Background: an optimization exercise with open tools, aiming at small area. Do not read the settings as production practice.
Only simulation tests tie the RTL to the original design; equivalence was not proved.

Design ted, start of the top module:
module ted
(
	input         clk,				 
	input         reset,
	input  [15:0] addr_in,
	output [15:0] addr_out,
	input   [7:0] data_in,
	output  [7:0] data_out,
	input         rw,
	output        cpuclk,			 
	output  [6:0] color,				 
	output        csync,
	output reg    hsync,
	output reg    vsync,
	output reg    hblank,
	output reg    vblank_out,
	input         wide,
	output        ce_pix,
	output        irq,
	output        ba,
	output reg    cs_io,
	output reg    cs_ram,
	output reg    cs0,
	output reg    cs1,
	output reg    aec,
	output  [4:0] snd,
	output        pal,
	input   [7:0] k,
	input   [1:0] tvmode,
	output        cpuenable			 
);
parameter TIMER1LO=6'h00;
parameter TIMER1HI=6'h01;
parameter TIMER2LO=6'h02;
parameter TIMER2HI=6'h03;
parameter TIMER3LO=6'h04;
parameter TIMER3HI=6'h05;
parameter CONTROL1=6'h06;
parameter CONTROL2=6'h07;
parameter KEYLATCH=6'h08;
parameter IRQ		=6'h09;
parameter IRQEN	=6'h0A;
parameter RASTER	=6'h0B;
parameter CURPOSHI=6'h0C;
parameter CURPOSLO=6'h0D;
parameter CH1FREQLO=6'h0E;
parameter CH2FREQLO=6'h0F;
parameter CH2FREQHI=6'h10;
parameter SOUNDCTRL=6'h11;
parameter BMAPBASE=6'h12;
parameter CHARBASE=6'h13;
parameter VIDEOBASE=6'h14;
parameter BGCOLOR0=6'h15;
parameter BGCOLOR1=6'h16;
parameter BGCOLOR2=6'h17;
parameter BGCOLOR3=6'h18;
parameter EXCOLOR=6'h19;
parameter CHARPOSRELOADHI=6'h1A;
parameter CHARPOSRELOADLO=6'h1B;
parameter VSCANPOSHI=6'h1C;
parameter VSCANPOSLO=6'h1D;
parameter HSCANPOS=6'h1E;
parameter FLASH_VERTSUB=6'h1F;
parameter ROMEN=6'h3E;
parameter RAMEN=6'h3F;
localparam IDLE=3'b000,THALT1=3'b001,THALT2=3'b010,THALT3=3'b011,TDMA=3'b100;
reg [2:0] dma_state,dma_nextstate;			 
reg [15:0] timer1,timer1_reload;													 
reg [15:0] timer2;																			 
reg [15:0] timer3;																			 
reg test,ecm,bmm,den,rsel;										 
reg [2:0] yscroll;																				 
reg bmm_reg,ecm_reg;																	 
reg reverse,stop,mcm,csel;									          
reg [2:0] xscroll;																				 
reg reverse_reg,mcm_reg;																 
reg [7:0] keylatch;																			 
reg Cnt1Irq,Cnt2Irq,Cnt3Irq,RasterIrq;
wire LPIrq=1'b1;				 
reg enCnt1Irq,enCnt2Irq,enCnt3Irq,enRasterIrq;
wire enLPIrq=1'b0; 	 
reg [8:0] RasterCmp;																			 
reg [9:0] CursorPos;																			 
reg [9:0] Ch1Freq;																			 
  ...
For scale: roughly 4500 cells after synthesis, roughly 90 I/O pins, roughly 46000 µm² of cells after synthesis.
Settings: LEC_CHECK=0, CAP_MARGIN=20, CORE_MARGIN=2, CORE_UTILIZATION=70, CTS_BUF_LIST=sky130_fd_sc_hd__clkbuf_16, CTS_CLUSTER_DIAMETER=100, CTS_CLUSTER_SIZE=24, PLACE_DENSITY=0.85, SLEW_MARGIN=20; clock period 10.0 ns.
run.sh (not shown) runs the stock make flow with config.mk's settings and CLKGATE_MAP_FILE= SYNTH_SCRIPT=/design/flow/synth_recipe.tcl, a recipe that flattens the netlist after the stock synthesis.
==> next run, changes <==
==> flow/flow/run.sh (new file) <==
#!/bin/bash
# The standard layout (standard.sh) with two changes:
#  - the logic is mapped by ABC with an area-oriented script (flow/abc_area_map.script)
#    in place of ORFS's delay-oriented abc_speed.script; everything else in synthesis,
#    including the flip-flop mapping, is ORFS's own;
#  - port buffers use the smallest buffer cell.
set -e
rm -rf scripts_local
cp -r "$FLOW_HOME/scripts" scripts_local
cp flow/abc_area_map.script scripts_local/abc_speed.script
export SCRIPTS_DIR="$PWD/scripts_local"
export BUFFER_PORTS_ARGS="-buffer_cell sky130_fd_sc_hd__buf_1"
bash standard.sh > standard.log 2>&1
==> flow/flow/abc_area_map.script (new file) <==
strash
ifraig
scorr
dc2
strash
&get -n
&st
&dch
&nf -a -R 1000
&st
&syn2
&dch
&nf -a -R 1000
&st
&syn2
&dch
&nf -a -R 1000
&st
&dch -f
&nf -a -R 1000
&put
topo
==> flow/standard.sh (new file) <==
#!/bin/bash
# synth_recipe.tcl (not shown) runs the flow's synth.tcl, then flattens the netlist and writes it again
# the make line also repeats each setting of config.mk as NAME=value (left out here)
make -C /OpenROAD-flow-scripts/flow DESIGN_CONFIG=/design/flow/config.mk WORK_HOME=/design/flow/orfs CLKGATE_MAP_FILE= SYNTH_SCRIPT=/design/flow/synth_recipe.tcl "${@:-finish}"
removed: flow/run.sh
The changed run finished clean.
Routed wire length decreases by 1.4%.
Utilization rises by 0.74 points.
Via count goes down by 2.7%.

Another version of the RTL of ted (not shown whole).
For scale: ~4600 cells after synthesis, ~1200 flip-flops, about 90 I/O pins, roughly 0.046 mm² of cells after synthesis.
==> flow/config.mk <==
export PLATFORM = sky130hd
export DESIGN_NAME = ted
export DESIGN_NICKNAME = ted
export VERILOG_FILES = /design/flow/design.v
export SDC_FILE = /design/flow/constraint.sdc
export NUM_CORES = 4
export LEC_CHECK = 0
export CAP_MARGIN = 20
export CORE_MARGIN = 2
export CORE_UTILIZATION = 70
export CTS_BUF_LIST = sky130_fd_sc_hd__clkbuf_16
export CTS_CLUSTER_DIAMETER = 100
export CTS_CLUSTER_SIZE = 24
export PLACE_DENSITY = 0.85
export SLEW_MARGIN = 20
==> flow/constraint.sdc <==
create_clock -name core_clock -period 10.0 [get_ports {clk}]
set_input_delay 2.0000 -clock core_clock [delete_from_list [all_inputs] [get_ports {clk}]]
set_output_delay 2.0000 -clock core_clock [all_outputs]
set_load 0.01 [all_outputs]
Stock flow here: none of the scripts above is used.
The first run went through all stages and came out clean.
Edit:
==> flow/flow/run.sh (new file) <==
#!/bin/bash
export BUFFER_PORTS_ARGS="-buffer_cell sky130_fd_sc_hd__buf_1"
bash standard.sh > standard.log 2>&1
==> flow/standard.sh (new file) <==
#!/bin/bash
# synth_recipe.tcl (not shown) runs the flow's synth.tcl, then flattens the netlist and writes it again
# the make line also repeats each setting of config.mk as NAME=value (left out here)
make -C /OpenROAD-flow-scripts/flow DESIGN_CONFIG=/design/flow/config.mk WORK_HOME=/design/flow/orfs CLKGATE_MAP_FILE= SYNTH_SCRIPT=/design/flow/synth_recipe.tcl "${@:-finish}"
removed: flow/run.sh
Outcome:
- routed wire length barely changes
- sequential share of layout area is higher by 0.68 points
- hold slack got worse by 0.0034 ns
- core utilization is lower by 0.97 points
- register-to-register slack barely changes

==> port drivers added, routing unchanged <==
Ports are ideal in the flow. The routed layouts listed here were re-timed in OpenROAD. Step 1 (the two cells are an assumption about what drives the block):
set clk [get_ports {clk}]
set_driving_cell -lib_cell sky130_fd_sc_hd__clkbuf_16 $clk
set_driving_cell -lib_cell sky130_fd_sc_hd__buf_2 [delete_from_list [all_inputs] $clk]
Step 2 times the ports against the registers' clock, not the clock port: input delays grow and output delays shrink by t, the midpoint of the rising clock arrivals with the driver on. Three values: ideal, step 1, step 2; two values: the first two.
run | shift t [ns] | setup slack, ns | worst setup path after step 2 | worst register clock-pin slew, ns
the first run of note 1 | 0.734 | 3.763 / 3.733 / 3.733 | input to output | 0.11 / 0.11
the second run of note 1 | 0.706 | 3.623 / 3.646 / 2.940 | input to register | 0.11 / 0.11
the first run of note 2 | 0.744 | 3.863 / 3.830 / 3.830 | input to output | 0.11 / 0.11
the second run of note 2 | 0.730 | 4.495 / 4.470 / 4.286 | input to register | 0.11 / 0.11
After both steps every run listed still meets setup and hold. For the second run of note 1, which loses most, drivers alone change the setup slack by +0.023 ns; drivers and shift together by -0.683 ns.
